Source: an optimization exercise on an open RTL-to-GDS flow (aim: small area). Production flows keep margins and buffers that such runs may drop. In this exercise RTL edits were held to simulation tests only and were not proved equivalent to the original. No driver is modelled on the clock port, so clocking that relies on it looks cheaper here than on a real chip. Power and IR drop assume default switching activity.

==> exp/xenon <==
Design topModule, start of the top module:
module topModule(clk, rst, switch, key_row, key_col, seg_data, seg_position, light_out);
==> flow/config.mk <==
export PLATFORM = sky130hd
export DESIGN_NAME = topModule
export DESIGN_NICKNAME = topModule
export VERILOG_FILES = /design/flow/design.v
export SDC_FILE = /design/flow/constraint.sdc
export NUM_CORES = 4
export LEC_CHECK = 0
export CAP_MARGIN = 20
export CORE_MARGIN = 2
export CORE_UTILIZATION = 70
export GPL_ROUTABILITY_DRIVEN = 0
export GPL_TIMING_DRIVEN = 0
export SLEW_MARGIN = 20
==> flow/constraint.sdc <==
create_clock -name core_clock -period 10.0 [get_ports {clk}]
set_input_delay 2.0000 -clock core_clock [delete_from_list [all_inputs] [get_ports {clk}]]
set_output_delay 2.0000 -clock core_clock [all_outputs]
set_load 0.01 [all_outputs]
standard.sh (not shown) runs the stock make flow with config.mk's settings and CLKGATE_MAP_FILE= SYNTH_SCRIPT=/design/flow/synth_recipe.tcl, a recipe that flattens the netlist after the stock synthesis.
==> flow/flow/run.sh <==
#!/bin/bash
# Synthesis: the standard script with an area-oriented ABC recipe
# (flow/abc_area.script) and no adder extraction; registers are then given
# the instance names the standard synthesis gives them. Layout: the standard
# flow with the smallest buffer on the ports and a clock tree of small
# clusters without dummy loads, whose buffers are then downsized as far as the
# flip-flop clock-pin slew allows (flow/downsize_clk.tcl).
set -euo pipefail
W=$PWD
R=$W/orfs/results/$FLOW_PLATFORM/topModule/base
# 1. standard synthesis, kept for its register names
bash standard.sh synth > $W/synth_standard.log 2>&1
cp $R/1_2_yosys.v $W/standard_synth.v
rm -f $R/1_2_yosys.v $R/1_synth.odb $R/1_synth.sdc
# 2. area-oriented synthesis
rm -rf $W/scripts_area
cp -r $FLOW_HOME/scripts $W/scripts_area
cp $W/flow/abc_area.script $W/scripts_area/abc_area.script
SCRIPTS_DIR=$W/scripts_area ABC_AREA=1 ADDER_MAP_FILE= bash standard.sh $R/1_2_yosys.v > $W/synth_area.log 2>&1
python3 $W/flow/rename_regs.py $W/standard_synth.v $R/1_2_yosys.v > $W/rename_regs.log 2>&1
# 3. layout
export BUFFER_PORTS_ARGS="-buffer_cell sky130_fd_sc_hd__buf_1"
export POST_CTS_TCL=$W/flow/downsize_clk.tcl
export CTS_ARGS="-sink_clustering_enable -repair_clock_nets -dont_use_dummy_load -buf_list {sky130_fd_sc_hd__clkbuf_4 sky130_fd_sc_hd__clkbuf_8} -sink_clustering_size 12"
bash standard.sh > $W/layout.log 2>&1
==> flow/flow/abc_area.script <==
strash
&get -n
&deepsyn -T 30
&put
dch -f
&get -n
&nf -R 1000 -p -F 8 -A 4 -a
&put
==> flow/flow/downsize_clk.tcl <==
# Downsize each clock-tree buffer to the smallest clkbuf that keeps every
# flip-flop clock pin's slew (placement-estimated) under a limit.
proc my_clk_max_slew {} {
  estimate_parasitics -placement
  set mx 0
  foreach pin [get_pins -hierarchical */CLK] {
    set s [get_property $pin slew_max]
    if {$s > $mx} { set mx $s }
  }
  return $mx
}
set my_slew_limit 0.110
set my_block [ord::get_db_block]
foreach my_inst [$my_block getInsts] {
  set my_name [$my_inst getName]
  if {![string match clkbuf_* $my_name]} continue
  set my_orig [[$my_inst getMaster] getName]
  foreach my_size {2 4 8 16} {
    set my_try sky130_fd_sc_hd__clkbuf_$my_size
    if {$my_try == $my_orig} break
    replace_cell $my_name $my_try
    if {[my_clk_max_slew] <= $my_slew_limit} break
    replace_cell $my_name $my_orig
  }
  puts "clock buffer $my_name: $my_orig -> [[$my_inst getMaster] getName]"
}
puts "clock pin slew after downsizing: [my_clk_max_slew]"
Other scripts of this flow, unchanged in this note and not shown: flow/flow/rename_regs.py
==> inputs of exp/indigo, as changes to exp/xenon <==
==> flow/flow/run.sh (replaced) <==
#!/bin/bash
# Synthesis: the standard script run with each of several area-oriented ABC
# recipes (flow/abc_*.script) and no adder extraction; the smallest result is
# kept, and its registers are given the instance names the standard synthesis
# gives them. Layout: the standard flow with the smallest buffer on the ports,
# without the buffers timing-driven placement adds where no design rule needs
# them (flow/pre_resize.tcl), and a clock tree of small clusters without
# dummy loads, whose buffers are then downsized as far as the flip-flop
# clock-pin slew allows (flow/downsize_clk.tcl).
set -euo pipefail
W=$PWD
P=results/$FLOW_PLATFORM/topModule/base
R=$W/orfs/$P
# 1. standard synthesis, kept for its register names
bash standard.sh synth > $W/synth_standard.log 2>&1
cp $R/1_2_yosys.v $W/standard_synth.v
rm -f $R/1_2_yosys.v $R/1_synth.odb $R/1_synth.sdc
# 2. area-oriented syntheses, four at a time
MK=$(grep '^make -C' standard.sh | sed 's/ "\${@:-finish}"$//')
variant() {
  local k=$1 d=$W/syn_$1
  rm -rf $d; mkdir -p $d
  cp -r $FLOW_HOME/scripts $d/scripts
  cp $W/flow/abc_$k.script $d/scripts/abc_area.script
  local cmd=$(echo "$MK" | sed "s#WORK_HOME=[^ ]*#WORK_HOME=$d/orfs#")
  SCRIPTS_DIR=$d/scripts ABC_AREA=1 ADDER_MAP_FILE= bash -c "$cmd $d/orfs/$P/1_2_yosys.v" > $W/synth_$k.log 2>&1 || true
}
n=0
for f in $W/flow/abc_*.script; do
  k=$(basename $f .script); k=${k#abc_}
  variant $k &
  n=$((n+1))
  if (( n % 4 == 0 )); then wait; fi
done
wait
best=""; best_area=""
for f in $W/flow/abc_*.script; do
  k=$(basename $f .script); k=${k#abc_}
  s=$W/syn_$k/orfs/reports/$FLOW_PLATFORM/topModule/base/synth_stat.txt
  [[ -f $s && -f $W/syn_$k/orfs/$P/1_2_yosys.v ]] || continue
  a=$(sed -n "s/.*Chip area for module.*: *\([0-9.]*\).*/\1/p" $s | tail -1)
  echo "variant $k area $a" >> $W/synth_variants.log
  if [[ -z "$best" ]] || awk "BEGIN {exit !($a < $best_area)}"; then best=$k; best_area=$a; fi
done
echo "kept variant $best area $best_area" >> $W/synth_variants.log
cp $W/syn_$best/orfs/$P/1_2_yosys.v $R/1_2_yosys.v
python3 $W/flow/rename_regs.py $W/standard_synth.v $R/1_2_yosys.v > $W/rename_regs.log 2>&1
# 3. layout
export BUFFER_PORTS_ARGS="-buffer_cell sky130_fd_sc_hd__buf_1"
export PRE_RESIZE_TCL=$W/flow/pre_resize.tcl
export POST_CTS_TCL=$W/flow/downsize_clk.tcl
export CTS_ARGS="-sink_clustering_enable -repair_clock_nets -dont_use_dummy_load -buf_list {sky130_fd_sc_hd__clkbuf_4 sky130_fd_sc_hd__clkbuf_8} -sink_clustering_size 12"
bash standard.sh > $W/layout.log 2>&1
==> flow/flow/abc_a0.script (new file) <==
strash
&get -n
&deepsyn -T 30 -S 0
&put
dch -f
&get -n
&nf -R 1000 -p -F 8 -A 4 -a
&put
==> flow/flow/abc_a1.script (new file) <==
strash
&get -n
&deepsyn -T 30 -S 1
&put
dch -f
&get -n
&nf -R 1000 -p -F 8 -A 4 -a
&put
==> flow/flow/abc_a2.script (new file) <==
strash
&get -n
&deepsyn -T 30 -S 2
&put
dch -f
&get -n
&nf -R 1000 -p -F 8 -A 4 -a
&put
==> flow/flow/abc_a3.script (new file) <==
strash
&get -n
&deepsyn -T 30 -S 3
&put
dch -f
&get -n
&nf -R 1000 -p -F 8 -A 4 -a
&put
==> flow/flow/abc_b0.script (new file) <==
strash
&get -n
&deepsyn -T 30 -S 0
&put
dch -f
&get -n
&nf -R 1000 -p
&put
==> flow/flow/abc_b1.script (new file) <==
strash
&get -n
&deepsyn -T 30 -S 1
&put
dch -f
&get -n
&nf -R 1000 -p
&put
==> flow/flow/abc_b2.script (new file) <==
strash
&get -n
&deepsyn -T 30 -S 2
&put
dch -f
&get -n
&nf -R 1000 -p
&put
==> flow/flow/abc_b3.script (new file) <==
strash
&get -n
&deepsyn -T 30 -S 3
&put
dch -f
&get -n
&nf -R 1000 -p
&put
==> flow/flow/pre_resize.tcl (new file) <==
# Remove the buffers timing-driven global placement inserted (named place*);
# the repair_design that follows adds back any that a design rule needs.
set my_names {}
foreach my_inst [get_cells place*] {
  if {[string match sky130_fd_sc_hd__buf_* [get_property $my_inst ref_name]]} {
    lappend my_names [get_full_name $my_inst]
  }
}
puts "removing [llength $my_names] placement buffers: $my_names"
if {[llength $my_names] > 0} { remove_buffers {*}$my_names }
--- a/flow/config.mk
+++ b/flow/config.mk
@@ -6,8 +6,6 @@
 export NUM_CORES = 4
 export LEC_CHECK = 0
 export CAP_MARGIN = 20
 export CORE_MARGIN = 2
 export CORE_UTILIZATION = 70
-export GPL_ROUTABILITY_DRIVEN = 0
-export GPL_TIMING_DRIVEN = 0
 export SLEW_MARGIN = 20
removed: flow/flow/abc_area.script
==> inputs of exp/fjord, as changes to exp/xenon <==
--- a/flow/design.v
+++ b/flow/design.v
@@ -32,41 +32,24 @@
     else dc <= kc;
     dr <= kr;
     dsw <= switch;
   end
 endmodule
-module mux(switch, pos, sw_digits, t_digits, t_zero, digit);
+module mux(switch, sel, sw_digits, t_digits, t_zero, digit);
   input switch;
-  input [2:0] pos;
+  input [5:0] sel;
   input [21:0] sw_digits;
   input [23:0] t_digits;
   input t_zero;
-  output reg [3:0] digit;
-  always @(*) begin
-    digit = 4'd0;
-    if (switch) begin
-      case (pos)
-        3'd0: digit = sw_digits[3:0];
-        3'd1: digit = sw_digits[7:4];
-        3'd2: digit = sw_digits[11:8];
-        3'd3: digit = {1'b0, sw_digits[14:12]};
-        3'd4: digit = sw_digits[18:15];
-        3'd5: digit = {1'b0, sw_digits[21:19]};
-        default: digit = 4'd0;
-      endcase
-    end else begin
-      case (pos)
-        3'd0: digit = t_zero ? 4'd0 : t_digits[3:0];
-        3'd1: digit = t_zero ? 4'd0 : t_digits[7:4];
-        3'd2: digit = t_digits[11:8];
-        3'd3: digit = t_digits[15:12];
-        3'd4: digit = t_digits[19:16];
-        3'd5: digit = t_digits[23:20];
-        default: digit = 4'd0;
-      endcase
-    end
-  end
+  output [3:0] digit;
+  wire [3:0] sw_d = {4{sel[0]}} & sw_digits[3:0] | {4{sel[1]}} & sw_digits[7:4] |
+                    {4{sel[2]}} & sw_digits[11:8] | {4{sel[3]}} & {1'b0, sw_digits[14:12]} |
+                    {4{sel[4]}} & sw_digits[18:15] | {4{sel[5]}} & {1'b0, sw_digits[21:19]};
+  wire [3:0] t_d = {4{sel[0] & ~t_zero}} & t_digits[3:0] | {4{sel[1] & ~t_zero}} & t_digits[7:4] |
+                   {4{sel[2]}} & t_digits[11:8] | {4{sel[3]}} & t_digits[15:12] |
+                   {4{sel[4]}} & t_digits[19:16] | {4{sel[5]}} & t_digits[23:20];
+  assign digit = switch ? sw_d : t_d;
 endmodule
 module smallMux(s, t, switch, clk, rst, out);
   input s, t, switch;
   input clk, rst;
   output reg out;
@@ -83,37 +66,37 @@
     if (rst) l <= 1'b0;
     else l <= i;
   end
   assign o = {8{l}};
 endmodule
-module outBuffer(clk, rst, digit, pos, seg_data, seg_position);
+module outBuffer(clk, rst, digit, sel, seg_data, seg_position);
   input clk, rst;
   input [3:0] digit;
-  output [2:0] pos;
+  output [5:0] sel;
   output [7:0] seg_data;
   output [5:0] seg_position;
   reg [3:0] cnt;
-  reg [2:0] q;
+  reg [5:0] p;
   reg [3:0] nd, sd;
-  assign pos = (q == 3'd5 || q == 3'd7) ? 3'd0 : q + 3'd1;
+  wire z = ~p[0] & ~p[1];
+  assign seg_position = p;
+  assign sel = ~{p[4:0], p[5]};
   always @(posedge clk) begin
     if (rst) begin
       cnt <= 4'd0;
-      q <= 3'd7;
+      p <= 6'd0;
       nd <= 4'd0;
       sd <= 4'd15;
     end else begin
       cnt <= cnt + 4'd1;
       if (cnt == 4'd14) nd <= digit;
       if (cnt == 4'd0) begin
-        q <= pos;
+        p <= z ? 6'b111110 : {p[4:0], p[5]};
         sd <= nd;
       end
     end
   end
-  assign seg_position = {q != 3'd5 && q != 3'd7, q != 3'd4 && q != 3'd7, q != 3'd3 && q != 3'd7,
-                         q != 3'd2 && q != 3'd7, q != 3'd1 && q != 3'd7, q != 3'd0 && q != 3'd7};
   wire s3 = sd[3], s2 = sd[2], s1 = sd[1], s0 = sd[0];
   assign seg_data[7] = ~(~s3 & ~s2 & ~s1 & s0 | s3 & s2 | s2 & ~s0);
   assign seg_data[6] = ~s3 & s1 & s0 | ~s2 | ~s1 & ~s0;
   assign seg_data[5] = ~s3 & s2 | ~s3 & s0 | ~s1;
   assign seg_data[4] = ~s2 & s1 | ~s2 & ~s0 | s2 & ~s1 & s0 | s1 & ~s0;
@@ -126,11 +109,11 @@
   input clk, rst, switch;
   input k_star, k_hash;
   output reg rst_out;
   output reg [3:0] t1, t10, s1, m1;
   output reg [2:0] s10, m10;
-  localparam DIS = 2'd0, RST = 2'd3, CNT = 2'd1, STP = 2'd2;
+  localparam DIS = 2'd0, RST = 2'd1, CNT = 2'd2, STP = 2'd3;
   reg [1:0] state, n_state;
   reg [1:0] cyc;
   always @(*) begin
     n_state = state;
     if (switch && state == DIS) n_state = RST;
@@ -181,11 +164,11 @@
   input [3:0] digit;
   output reg rst_out;
   output reg light_out;
   output zero;
   output reg [3:0] t1, t10, s1, s10, m1, m10;
-  localparam DIS = 3'd0, RST = 3'd1, KEY = 3'd3, RDY = 3'd2, CD = 3'd6, ZRO = 3'd7, DIS2 = 3'd5;
+  localparam DIS = 3'd0, RST = 3'd1, KEY = 3'd2, RDY = 3'd3, CD = 3'd4, ZRO = 3'd5, DIS2 = 3'd6;
   reg [2:0] state, n_state;
   reg [1:0] cyc;
   wire dis = (state == DIS) || (state == DIS2);
   assign zero = (state == ZRO);
   always @(*) begin
@@ -280,11 +263,11 @@
   wire dsw;
   wire rst_out_s, rst_out_t, light, t_zero;
   wire [3:0] st1, st10, ss1, sm1;
   wire [2:0] ss10, sm10;
   wire [3:0] tt1, tt10, ts1, ts10, tm1, tm10;
-  wire [2:0] pos;
+  wire [5:0] sel;
   wire [3:0] digit;
   wire valid = (dc != 2'd0);
   wire star = valid && dr == 2'd3 && dc == 2'd1;
   wire hash = valid && dr == 2'd3 && dc == 2'd3;
   wire dig = valid && !star && !hash;
@@ -295,9 +278,9 @@
                  st1, st10, ss1, ss10, sm1, sm10);
   timer mytimer(clk, rst, switch, star & !dsw, hash & !dsw, dig & !dsw, dval,
                 rst_out_t, light, t_zero, tt1, tt10, ts1, ts10, tm1, tm10);
   smallMux mysmallmux(rst_out_s, rst_out_t, switch, clk, rst, scannerRst);
   light_distributor myld(light, clk, rst, light_out);
-  mux mymux(switch, pos, {sm10, sm1, ss10, ss1, st10, st1},
+  mux mymux(switch, sel, {sm10, sm1, ss10, ss1, st10, st1},
             {tm10, tm1, ts10, ts1, tt10, tt1}, t_zero, digit);
-  outBuffer mybuffer(clk, rst, digit, pos, seg_data, seg_position);
-endmodule
+  outBuffer mybuffer(clk, rst, digit, sel, seg_data, seg_position);
+endmodule
==> flow/flow/run.sh (replaced) <==
#!/bin/bash
# Synthesis: the standard script with an area-oriented ABC recipe
# (flow/abc_area.script) and no adder extraction; registers are then given
# the instance names the standard synthesis gives them. Layout: the standard
# flow with the smallest buffer on the ports and a clock tree of small
# clusters without dummy loads.
set -euo pipefail
W=$PWD
R=$W/orfs/results/$FLOW_PLATFORM/topModule/base
# 1. standard synthesis, kept for its register names
bash standard.sh synth > $W/synth_standard.log 2>&1
cp $R/1_2_yosys.v $W/standard_synth.v
rm -f $R/1_2_yosys.v $R/1_synth.odb $R/1_synth.sdc
# 2. area-oriented synthesis
rm -rf $W/scripts_area
cp -r $FLOW_HOME/scripts $W/scripts_area
cp $W/flow/abc_area.script $W/scripts_area/abc_area.script
SCRIPTS_DIR=$W/scripts_area ABC_AREA=1 ADDER_MAP_FILE= bash standard.sh $R/1_2_yosys.v > $W/synth_area.log 2>&1
python3 $W/flow/rename_regs.py $W/standard_synth.v $R/1_2_yosys.v > $W/rename_regs.log 2>&1
# 3. layout
export BUFFER_PORTS_ARGS="-buffer_cell sky130_fd_sc_hd__buf_1"
export CTS_ARGS="-sink_clustering_enable -repair_clock_nets -dont_use_dummy_load -buf_list {sky130_fd_sc_hd__clkbuf_4 sky130_fd_sc_hd__clkbuf_8} -sink_clustering_size 12"
bash standard.sh > $W/layout.log 2>&1
--- a/flow/config.mk
+++ b/flow/config.mk
@@ -6,8 +6,6 @@
 export NUM_CORES = 4
 export LEC_CHECK = 0
 export CAP_MARGIN = 20
 export CORE_MARGIN = 2
 export CORE_UTILIZATION = 70
-export GPL_ROUTABILITY_DRIVEN = 0
-export GPL_TIMING_DRIVEN = 0
 export SLEW_MARGIN = 20
removed: flow/flow/downsize_clk.tcl
==> inputs of exp/quartz, as changes to exp/xenon <==
==> flow/config.mk (replaced) <==
export PLATFORM = sky130hd
export DESIGN_NAME = topModule
export DESIGN_NICKNAME = topModule
export VERILOG_FILES = /design/flow/design.v
export SDC_FILE = /design/flow/constraint.sdc
export NUM_CORES = 4
export LEC_CHECK = 0
export CAP_MARGIN = 0
export CORE_MARGIN = 2
export CORE_UTILIZATION = 70
export SLEW_MARGIN = 0
==> results.txt <==
Worst Path Buf+Inv=1; CP Max Fanout=12; WL/cell=15.0 µm; Die Span X=78.2 µm; Cell Area, Synth=3850 µm²; status=finished clean; Clk pwr share=26.6%
That was exp/xenon.
==> results.txt <==
number of global-route vias before repair=about 3200; Clk pwr share=28.5%; Core Rows=26; WL/cell=15.9 µm; top layer reached by signal wires=met4; Worst Path Buf+Inv=1; status=finished clean
That was exp/indigo.
==> results.txt <==
WL/cell=between 15 and 20 µm; status=finished clean; Die Span X=78.8 µm; Worst Path Buf+Inv=2; Clk pwr share=30.2%
That was exp/fjord.
==> results.txt <==
Cell Area, Synth=between 3000 and 4000 µm²; Die Span X=roughly 78 µm; WL/cell=15.8 µm; status=finished clean; CP Max Fanout=9
That was exp/quartz.

==> re-timing with driven ports <==
The flow's constraints put no driver on any port. The routed layouts listed below were extracted and timed again, unchanged, in two steps.
Step 1 sets driving cells, clkbuf_16 on the clock port and buf_2 on the other inputs (assumed; they add their load-dependent delay and slew).
Step 2 also shifts input and output timing later by t, the mid clock arrival at the registers, as if the neighbouring blocks saw the same clock.
a / b / c = ideal / step 1 / step 2; a / b = the first two.
run | t (ns) | setup WS [ns] | worst setup path at the end | pins driven straight from the clock port
exp/xenon | 0.502 | 5.761 / 5.735 / 5.634 | input to register | 1
exp/indigo | 0.560 | 5.672 / 5.644 / 6.092 | input to register | 1
exp/fjord | 0.374 | 5.684 / 5.695 / 5.321 | input to register | 1
exp/quartz | 0.533 | 5.898 / 5.898 / 5.898 | register to register | 1
After both steps every run listed still meets setup and hold. For exp/fjord, which loses most, drivers alone change the setup slack by +0.011 ns; drivers and shift together by -0.363 ns.
